From an optimization exercise on the open Yosys and OpenROAD flow, aimed at small area and a short achievable clock period; shortcuts taken in it are not production practice. Where RTL was checked, it was by simulation tests only, not by an equivalence proof against the original.

tundra:
// FIR1
module FIR1 (X, clk, Y, reset);
  input  [13:0] X;
  input         clk;
  output [13:0] Y;
  input         reset;
  reg [13:0] d1;
  reg [13:0] d2;
  reg [13:0] d3;
  reg [13:0] d4;
  reg [13:0] d5;
  reg [13:0] d6;
  reg [13:0] d7;
  reg [13:0] d8;
  reg [13:0] d9;
  reg [13:0] d10;
  reg [13:0] d11;
  reg [13:0] d12;
  reg [13:0] d13;
  reg [13:0] d14;
  reg [13:0] d15;
  reg [13:0] d16;
  reg [13:0] d17;
  reg [13:0] d18;
  reg [13:0] d19;
  reg [14:0] q2_0;
  reg [14:0] q2_1;
  reg [14:0] q2_2;
  reg [14:0] q2_3;
  reg [16:0] t2_5;
  reg [29:0] r2a;
  reg [28:0] r2b;
  reg [15:0] r1;
  reg [0:0] r1c;
  reg [11:0] r1ha;
  reg [11:0] r1hb;
  reg [14:0] r1d;
  reg [13:0] Y;
  wire s1 = d17[2] ^ d19[2];
  wire c2 = d17[2] | d19[2];
  wire s3, c4;
  FIR1_fa us3 (~d17[0], d17[3], d19[3], s3, c4);
  wire s5, c6;
  FIR1_fa us5 (d17[4], d19[4], ~d17[1], s5, c6);
  wire s7, c8;
  FIR1_fa us7 (~d17[2], d17[5], d19[5], s7, c8);
  wire s9, c10;
  FIR1_fa us9 (~d17[3], d17[6], d19[6], s9, c10);
  wire s11, c12;
  FIR1_fa us11 (~d17[4], d17[7], d19[7], s11, c12);
  wire s13, c14;
  FIR1_fa us13 (~d17[5], d17[8], d19[8], s13, c14);
  wire s15, c16;
  FIR1_fa us15 (~d17[6], d17[9], d19[9], s15, c16);
  wire s17, c18;
  FIR1_fa us17 (~d17[7], d17[10], d19[10], s17, c18);
  wire s19, c20;
  FIR1_fa us19 (~d17[8], d17[11], d19[11], s19, c20);
  wire s21, c22;
  FIR1_fa us21 (~d17[9], d17[12], d19[12], s21, c22);
  wire s23, c24;
  FIR1_fa us23 (d17[13], d17[10], d19[13], s23, c24);
  wire [16:0] t2_5s = {~d17[13], d17[11], c24, ~c22, ~c20, ~c18, ~c16, ~c14, ~c12, ~c10, ~c8, ~c6, ~c4, ~c2, ~d17[1], ~d19[1], ~d17[0]} + {d17[12], ~d17[12], ~d17[11], s23, ~s21, ~s19, ~s17, ~s15, ~s13, ~s11, ~s9, ~s7, ~s5, ~s3, s1, d17[1], ~d19[0]};
  wire s25, c26;
  FIR1_ha us25 (q2_0[9], q2_0[5], s25, c26);
  wire s27 = q2_0[10] ^ q2_0[6];
  wire c28 = q2_0[10] | q2_0[6];
  wire s29, c30;
  FIR1_fa us29 (q2_0[4], q2_0[2], q2_1[0], s29, c30);
  wire s31 = q2_0[11] ^ q2_0[7];
  wire c32 = q2_0[11] | q2_0[7];
  wire s33, c34;
  FIR1_fa us33 (q2_0[5], q2_0[3], q2_1[1], s33, c34);
  wire s35, c36;
  FIR1_fa us35 (q2_2[11], q2_2[9], q2_2[4], s35, c36);
  wire s37, c38;
  FIR1_ha us37 (q2_2[2], q2_2[0], s37, c38);
  wire s39, c40;
  FIR1_fa us39 (q2_0[12], q2_0[8], q2_0[6], s39, c40);
  wire s41, c42;
  ...
==> flow/config.mk <==
export PLATFORM = sky130hd
export DESIGN_NAME = FIR1
export DESIGN_NICKNAME = FIR1
export VERILOG_FILES = /design/flow/design.v
export SDC_FILE = /design/flow/constraint.sdc
export NUM_CORES = 4
export LEC_CHECK = 0
export ABC_AREA = 1
export CAP_MARGIN = 20
export CORE_MARGIN = 2
export CORE_UTILIZATION = 40
export CTS_CLUSTER_DIAMETER = 150
export CTS_CLUSTER_SIZE = 26
export SLEW_MARGIN = 20
export SYNTH_HIERARCHICAL = 1
export SYNTH_MINIMUM_KEEP_SIZE = 0
==> flow/constraint.sdc <==
create_clock -name core_clock -period 10.0 [get_ports {clk}]
set_input_delay 2.0000 -clock core_clock [delete_from_list [all_inputs] [get_ports {clk}]]
set_output_delay 2.0000 -clock core_clock [all_outputs]
set_load 0.01 [all_outputs]
standard.sh (not shown) runs the stock make flow with config.mk's settings and CLKGATE_MAP_FILE= SYNTH_SCRIPT=/design/flow/synth_recipe.tcl, a recipe that flattens the netlist after the stock synthesis.
==> flow/flow/run.sh <==
#!/bin/bash
set -euo pipefail
bash standard.sh SETUP_SLACK_MARGIN=6.3 "BUFFER_PORTS_ARGS=-buffer_cell sky130_fd_sc_hd__buf_4" finish > standard_run.log 2>&1
Here is what was changed in the inputs of zinc compared with tundra.
# tundra
export LEC_CHECK = 0
export ABC_AREA = 1
export CAP_MARGIN = 20
export CORE_MARGIN = 2
export CORE_UTILIZATION = 40
export CTS_CLUSTER_DIAMETER = 150
export CTS_CLUSTER_SIZE = 26
export SLEW_MARGIN = 20
export SYNTH_HIERARCHICAL = 1
export SYNTH_MINIMUM_KEEP_SIZE = 0
create_clock -name core_clock -period 10.0 [get_ports {clk}]
# zinc
export LEC_CHECK = 0
export CAP_MARGIN = 20
export CORE_MARGIN = 2
export CORE_UTILIZATION = 40
export CTS_CLUSTER_DIAMETER = 150
export CTS_CLUSTER_SIZE = 20
export SLEW_MARGIN = 20
export SYNTH_HIERARCHICAL = 1
export SYNTH_MINIMUM_KEEP_SIZE = 0
create_clock -name core_clock -period 10.0 [get_ports {clk}]
==> flow/flow/run.sh <==
#!/bin/bash
set -euo pipefail
bash standard.sh SETUP_SLACK_MARGIN=6.4 finish > standard_run.log 2>&1
[summary]
For tundra and zinc, there was not a single run that failed to finish clean. Clock distribution area overhead in the final layout, tundra and zinc: lower on tundra. Compared to tundra, zinc has critical path depth 4 higher. Going from tundra to zinc, the non-clock buffer instance count of the final layout was found to have gone up by 66%. Relative to tundra, number of filler instances in the final layout decreased by 5.7% in zinc. zinc: area overhead of the layout relative to synthesis is 4.0 points higher than what tundra reported. zinc vs tundra, achievable frequency went down by 4.3%. The higher required arrival time at the worst endpoint came out of zinc. On filler-free cell count of the finished design: zinc sits below tundra.
#### Input delta (willow over zinc)
# zinc
export LEC_CHECK = 0
export CAP_MARGIN = 20
export CORE_MARGIN = 2
export CORE_UTILIZATION = 40
export CTS_CLUSTER_DIAMETER = 150
export CTS_CLUSTER_SIZE = 20
export SLEW_MARGIN = 20
export SYNTH_HIERARCHICAL = 1
export SYNTH_MINIMUM_KEEP_SIZE = 0
create_clock -name core_clock -period 10.0 [get_ports {clk}]
# willow
export LEC_CHECK = 0
export ABC_AREA = 1
export CAP_MARGIN = 20
export CORE_MARGIN = 2
export CORE_UTILIZATION = 40
export CTS_CLUSTER_DIAMETER = 150
export CTS_CLUSTER_SIZE = 26
export SLEW_MARGIN = 20
export SYNTH_HIERARCHICAL = 1
export SYNTH_MINIMUM_KEEP_SIZE = 0
create_clock -name core_clock -period 10.0 [get_ports {clk}]
==> flow/flow/run.sh <==
#!/bin/bash
set -euo pipefail
bash standard.sh SETUP_SLACK_MARGIN=6.2 "BUFFER_PORTS_ARGS=-buffer_cell sky130_fd_sc_hd__buf_4" finish > standard_run.log 2>&1
==> comparison <==
- The final layout from willow, which completed every stage, passed the timing, DRC and antenna checks at the end of the flow.
- Of zinc and willow, the run reporting the lower area after synthesis was zinc.
- willow has overall via count from detail_route above what zinc had.
- Between willow and zinc, it is willow whose clock period minus worst slack is lower, by 100 ps.
- Diff zinc -> willow: sequential share of layout area shows an increase of 0.56 points; overall routed net length shows an increase of 2000 um.
- Compared to zinc, willow has global-route wire length before repair about 2% higher.
- willow ended with more met3 layer usage reported by global route than zinc.
- Diff zinc -> willow | number of global-route vias before repair | up by a few percent
- For the per-instance average area after synthesis, willow came in about 13% lower than zinc did.
Relative to willow, the following input files were edited for cedar:
# willow
export LEC_CHECK = 0
export ABC_AREA = 1
export CAP_MARGIN = 20
export CORE_MARGIN = 2
export CORE_UTILIZATION = 40
export CTS_CLUSTER_DIAMETER = 150
export CTS_CLUSTER_SIZE = 26
export SLEW_MARGIN = 20
export SYNTH_HIERARCHICAL = 1
export SYNTH_MINIMUM_KEEP_SIZE = 0
create_clock -name core_clock -period 10.0 [get_ports {clk}]
# cedar
export LEC_CHECK = 0
export CAP_MARGIN = 20
export CORE_MARGIN = 2
export CORE_UTILIZATION = 40
export CTS_CLUSTER_DIAMETER = 150
export CTS_CLUSTER_SIZE = 20
export SLEW_MARGIN = 20
export SYNTH_HIERARCHICAL = 1
export SYNTH_MINIMUM_KEEP_SIZE = 0
create_clock -name core_clock -period 10.0 [get_ports {clk}]
==> flow/flow/run.sh <==
#!/bin/bash
set -euo pipefail
bash standard.sh SETUP_SLACK_MARGIN=6.2 finish > standard_run.log 2>&1
==> comparison <==
Delta (cedar minus willow): design area now smaller; worst hold margin now larger; routed length on met1 now smaller; number of iterations in the first detailed-routing pass now larger.
cedar vs willow — routed wire length dropped by a few percent
Against willow, cedar comes in 180 ps higher on data arrival at the endpoint of the critical path.
Going from willow to cedar, minimum period implied by the final worst setup slack grows by 170 ps.
What violet does differently from cedar at the input level:
# cedar
export LEC_CHECK = 0
export CAP_MARGIN = 20
export CORE_MARGIN = 2
export CORE_UTILIZATION = 40
export CTS_CLUSTER_DIAMETER = 150
export CTS_CLUSTER_SIZE = 20
export SLEW_MARGIN = 20
export SYNTH_HIERARCHICAL = 1
export SYNTH_MINIMUM_KEEP_SIZE = 0
create_clock -name core_clock -period 10.0 [get_ports {clk}]
# violet
export LEC_CHECK = 0
export ABC_AREA = 1
export CAP_MARGIN = 20
export CORE_MARGIN = 2
export CORE_UTILIZATION = 40
export CTS_CLUSTER_DIAMETER = 150
export CTS_CLUSTER_SIZE = 20
export SLEW_MARGIN = 20
export SYNTH_HIERARCHICAL = 1
export SYNTH_MINIMUM_KEEP_SIZE = 0
create_clock -name core_clock -period 10.0 [get_ports {clk}]
==> flow/flow/run.sh <==
#!/bin/bash
set -euo pipefail
bash standard.sh SETUP_SLACK_MARGIN=6.3 "BUFFER_PORTS_ARGS=-buffer_cell sky130_fd_sc_hd__buf_4" finish > standard_run.log 2>&1
[summary]
- Having completed the whole flow, violet delivered a layout that passed the timing, DRC and antenna checks.
- Non-clock buffer count ended up 5 higher on violet than on cedar.
- violet vs cedar on worst setup slack after layout: violet is the higher one.
- violet: row count higher than cedar
The following lists how raven was set up differently from violet:
# violet
export LEC_CHECK = 0
export ABC_AREA = 1
export CAP_MARGIN = 20
export CORE_MARGIN = 2
export CORE_UTILIZATION = 40
export CTS_CLUSTER_DIAMETER = 150
export CTS_CLUSTER_SIZE = 20
export SLEW_MARGIN = 20
export SYNTH_HIERARCHICAL = 1
export SYNTH_MINIMUM_KEEP_SIZE = 0
create_clock -name core_clock -period 10.0 [get_ports {clk}]
# raven
export LEC_CHECK = 0
export ABC_AREA = 1
export CAP_MARGIN = 20
export CORE_MARGIN = 2
export CORE_UTILIZATION = 40
export CTS_CLUSTER_DIAMETER = 150
export CTS_CLUSTER_SIZE = 26
export SLEW_MARGIN = 20
export SYNTH_HIERARCHICAL = 1
export SYNTH_MINIMUM_KEEP_SIZE = 0
create_clock -name core_clock -period 10.0 [get_ports {clk}]
==> flow/flow/run.sh <==
#!/bin/bash
set -euo pipefail
bash standard.sh SETUP_SLACK_MARGIN=6.45 "BUFFER_PORTS_ARGS=-buffer_cell sky130_fd_sc_hd__buf_4" finish > standard_run.log 2>&1
Findings:
raven vs violet, first-pass GRT wire length went down by 660 um.
Per the comparison of raven with violet, total number of vias fell by 42.

FIR1, a different RTL version from the one above (not shown whole).
For scale: about 1500 cells after synthesis, ~440 flip-flops, ~23000 µm² of cells after synthesis.
// FIR1
module FIR1 (X, clk, Y, reset);
  input  [13:0] X;
  input         clk;
  output [13:0] Y;
  input         reset;
  reg [13:0] d1;
  reg [13:0] d2;
  reg [13:0] d3;
  reg [13:0] d4;
  reg [13:0] d5;
  reg [13:0] d6;
  reg [13:0] d7;
  reg [13:0] d8;
  reg [13:0] d9;
  reg [13:0] d10;
  reg [13:0] d11;
  reg [13:0] d12;
  reg [13:0] d13;
  reg [13:0] d14;
  reg [13:0] d15;
  reg [13:0] d16;
  reg [13:0] d17;
  reg [13:0] d18;
  reg [13:0] d19;
  reg [13:0] d20;
  reg [14:0] q2_0;
  reg [14:0] q2_2;
  reg [14:0] q2_3;
  reg [29:0] r2a;
  reg [28:0] r2b;
  reg [27:0] r1;
  reg [14:0] r1d;
  reg [13:0] Y;
  wire s1 = q2_0[10] ^ q2_0[6];
  wire c2 = q2_0[10] | q2_0[6];
  wire s3 = q2_0[11] ^ q2_0[7];
  wire c4 = q2_0[11] | q2_0[7];
  wire s5, c6;
  FIR1_fa us5 (q2_0[5], q2_0[3], d4[1], s5, c6);
  wire s7, c8;
  FIR1_ha us7 (d14[1], q2_2[11], s7, c8);
  wire s9, c10;
  FIR1_fa us9 (q2_0[12], q2_0[8], q2_0[6], s9, c10);
  wire s11, c12;
  FIR1_fa us11 (q2_0[4], d4[2], d14[2], s11, c12);
  wire s13, c14;
  FIR1_fa us13 (q2_2[12], q2_2[10], q2_2[5], s13, c14);
  wire s15, c16;
  ...
Settings: LEC_CHECK=0, CAP_MARGIN=20, CORE_MARGIN=2, CORE_UTILIZATION=40, SLEW_MARGIN=20, SYNTH_HIERARCHICAL=1, SYNTH_MINIMUM_KEEP_SIZE=0; clock period 10.0 ns.
==> flow/flow/run.sh <==
#!/bin/bash
set -euo pipefail
bash standard.sh SETUP_SLACK_MARGIN=6.0 finish > standard_run.log 2>&1
Next try:
==> flow/flow/run.sh (replaced) <==
#!/bin/bash
set -euo pipefail
bash standard.sh SETUP_SLACK_MARGIN=6.6 finish > standard_run.log 2>&1
- CTS_CLUSTER_DIAMETER: unset -> 150
- CTS_CLUSTER_SIZE: unset -> 20
Effect: The new run produced a clean layout; area after synthesis is unchanged; cell count went down by 0.33%; setup slack loses 29 ps; routed wire length grows by 0.68%; clock skew is about the same; die area stays the same; flip-flop and latch count is unchanged; fmax came out lower by 0.68%; final area hardly moves; global-route usage hardly moves; clock-buffer cell count falls by 19.
No run of this note included a check of the RTL's function; only the layout flow was run.

Another version of the RTL of FIR1 (not shown whole).
Size in the first run: about 1,500 cells after synthesis, ~430 flip-flops, about 23,000 sq um of cells after synthesis.
Design FIR1, start of the top module:
module FIR1 (X, clk, Y, reset);
  input  [13:0] X;
  input         clk;
  output [13:0] Y;
  input         reset;
  reg [13:0] d1;
  reg [13:0] d2;
  reg [13:0] d3;
  reg [13:0] d4;
  reg [13:0] d5;
  reg [13:0] d6;
  reg [13:0] d7;
  reg [13:0] d8;
  reg [13:0] d9;
  reg [13:0] d10;
  reg [13:0] d11;
  reg [13:0] d12;
  reg [13:0] d13;
  reg [13:0] d14;
  reg [13:0] d15;
  reg [13:0] d16;
  reg [13:0] d17;
  reg [13:0] d18;
  reg [13:0] d19;
  reg [13:0] d20;
  reg [14:0] q2_0;
  reg [14:0] q2_2;
  reg [14:0] q2_3;
  reg [29:0] r2a;
  reg [28:0] r2b;
  reg [27:0] r1;
  reg [13:0] Y;
  wire s1 = d4[0] ^ d14[0];
  wire c2 = d4[0] | d14[0];
  wire s3 = d4[1] ^ d14[1];
  wire c4 = d4[1] | d14[1];
  wire s5, c6;
  FIR1_fa us5 (q2_3[6], q2_3[0], d20[9], s5, c6);
  wire s7, c8;
  FIR1_ha us7 (d18[9], d18[7], s7, c8);
  wire s9, c10;
  FIR1_fa us9 (d4[2], d14[2], q2_3[7], s9, c10);
  wire s11, c12;
  FIR1_fa us11 (q2_3[1], d20[10], d18[10], s11, c12);
  wire s13, c14;
  FIR1_fa us13 (q2_0[12], q2_0[8], q2_0[6], s13, c14);
  wire s15, c16;
  FIR1_fa us15 (d4[3], d14[3], q2_3[8], s15, c16);
  wire s17, c18;
  FIR1_fa us17 (q2_3[2], q2_3[0], d20[11], s17, c18);
  wire s19, c20;
  FIR1_fa us19 (d18[11], d18[9], d18[7], s19, c20);
  wire s21 = q2_0[13] ^ q2_0[9];
  wire c22 = q2_0[13] | q2_0[9];
  wire s23, c24;
  FIR1_fa us23 (q2_0[14], d4[4], d14[4], s23, c24);
  wire s25, c26;
  FIR1_fa us25 (q2_2[14], q2_3[9], q2_3[3], s25, c26);
  wire s27, c28;
  FIR1_fa us27 (q2_3[1], d9[0], d20[12], s27, c28);
  wire s29, c30;
  FIR1_fa us29 (d18[12], d18[10], d18[8], s29, c30);
  wire s31 = q2_0[10] ^ q2_0[8];
  wire c32 = q2_0[10] | q2_0[8];
  wire s33, c34;
  FIR1_fa us33 (d4[5], d14[5], q2_3[14], s33, c34);
  wire s35, c36;
  FIR1_fa us35 (q2_3[10], q2_3[4], q2_3[2], s35, c36);
  wire s37, c38;
  FIR1_fa us37 (d9[1], d18[11], d18[9], s37, c38);
  wire s39, c40;
  FIR1_fa us39 (q2_0[11], q2_0[9], q2_0[7], s39, c40);
  wire s41 = d4[6] ^ d14[6];
  ...
Settings: LEC_CHECK=0, CAP_MARGIN=20, CORE_MARGIN=2, CORE_UTILIZATION=55, PLACE_DENSITY=0.7, SLEW_MARGIN=20, SYNTH_HIERARCHICAL=1, SYNTH_MINIMUM_KEEP_SIZE=0; clock period 10.0 ns.
==> flow/flow/run.sh <==
#!/bin/bash
set -euo pipefail
bash standard.sh SETUP_SLACK_MARGIN=6.3 finish > standard_run.log 2>&1
Edit:
==> flow/flow/run.sh (replaced) <==
#!/bin/bash
set -euo pipefail
bash standard.sh SETUP_SLACK_MARGIN=6.0 finish > standard_run.log 2>&1
- ABC_AREA: not set -> 1
- CORE_UTILIZATION: 55 -> 40
- CTS_CLUSTER_DIAMETER: not set -> 150
- CTS_CLUSTER_SIZE: not set -> 20
- PLACE_DENSITY: 0.7 -> not set
Setup slack is better by 0.073 ns.
First-iteration DRC count climbs by 59%.
Non-clock buffer count drops by 22.
Edit:
- ABC_AREA: 1 -> not set
- CTS_CLUSTER_DIAMETER: 150 -> not set
- CTS_CLUSTER_SIZE: 20 -> not set
- The changed run went through all stages and came out clean
- die area shrinks by a little under a tenth
- worst setup slack degrades by 0.010 ns
- global-route usage falls by 2.2 points
- utilization came out higher by 2.1 points
- cell count fell by about a fifth
- critical path depth is lower by 3
- non-clock buffer count increases by 8
- routed wire length drops by about a fifth
- cell area fell by a few percent
Edit:
==> flow/flow/run.sh (replaced) <==
#!/bin/bash
set -euo pipefail
bash standard.sh SETUP_SLACK_MARGIN=6.0 "BUFFER_PORTS_ARGS=-buffer_cell sky130_fd_sc_hd__buf_4" finish > standard_run.log 2>&1
- CTS_CLUSTER_DIAMETER: not set -> 150
- CTS_CLUSTER_SIZE: not set -> 20
Outcome:
- The new run passed the timing, DRC and antenna checks
- worst hold slack degrades by 0.0067 ns
- global-route usage went down by 0.27 points
- sequential share of layout area rose by 1.3 points
- setup slack loses 0.043 ns
- wire length went down by 1.4%
- first-iteration DRC count drops by 6.4%
- final cell count decreases by 0.93%
- non-clock buffer count goes up by 11
Edit:
==> flow/flow/run.sh (replaced) <==
#!/bin/bash
set -euo pipefail
bash standard.sh SETUP_SLACK_MARGIN=6.0 finish > standard_run.log 2>&1
- CAP_MARGIN: 20 -> 10
- SLEW_MARGIN: 20 -> 10
Clock-buffer cell count is unchanged.
Non-clock buffer count fell by 19.
Global-route usage hardly moves.
First-iteration DRC count rose by 15%.
Worst setup slack improved by 0.086 ns.
Wire length rose by about 0.5%.
Critical path depth is unchanged.
Edit:
- CAP_MARGIN: 10 -> 20
- SLEW_MARGIN: 10 -> 20
- TNS_END_PERCENT: not set -> 10
The new run ran to the end with no violations.
Routed wire length falls slightly.
Worst setup slack loses 0.14 ns.

-- separate check: timing with driven ports --
No port has a modelled driver above. Below, the same layouts with a new extraction and two added sets of constraints.
Step 1 (the two cells are an assumption about what drives the block):
set clk [get_ports {clk}]
set_driving_cell -lib_cell sky130_fd_sc_hd__clkbuf_16 $clk
set_driving_cell -lib_cell sky130_fd_sc_hd__buf_2 [delete_from_list [all_inputs] $clk]
Step 2 also shifts input and output timing later by t, the mid clock arrival at the registers, as if the neighbouring blocks saw the same clock.
Three values: no drivers, after step 1, after step 2; two values: the first two.
run | t (ns) | setup slack, ns | cell pins on the clock port's net
tundra | 0.617 | 6.377 / 6.377 / 6.001 | 1
zinc | 0.641 | 6.212 / 6.222 / 5.581 | 1
willow | 0.615 | 6.314 / 6.314 / 6.002 | 1
cedar | 0.624 | 6.146 / 6.161 / 5.537 | 1
violet | 0.638 | 6.361 / 6.361 / 5.985 | 1
raven | 0.617 | 6.405 / 6.405 / 6.153 | 1
the first run of note 2 | 0.625 | 5.755 / 5.755 / 5.488 | 1
the second run of note 2 | 0.617 | 5.726 / 5.726 / 5.698 | 1
the first run of note 3 | 0.626 | 5.977 / 5.988 / 5.362 | 1
the second run of note 3 | 0.641 | 6.050 / 6.050 / 5.568 | 1
the third run of note 3 | 0.613 | 6.040 / 6.040 / 5.461 | 1
the fourth run of note 3 | 0.616 | 5.997 / 5.997 / 5.437 | 1
the fifth run of note 3 | 0.622 | 6.083 / 6.083 / 5.525 | 1
the sixth run of note 3 | 0.609 | 5.943 / 5.943 / 5.441 | 1
After both steps every run listed still meets setup and hold. For zinc, which loses most, drivers alone change the setup slack by +0.010 ns; drivers and shift together by -0.631 ns.
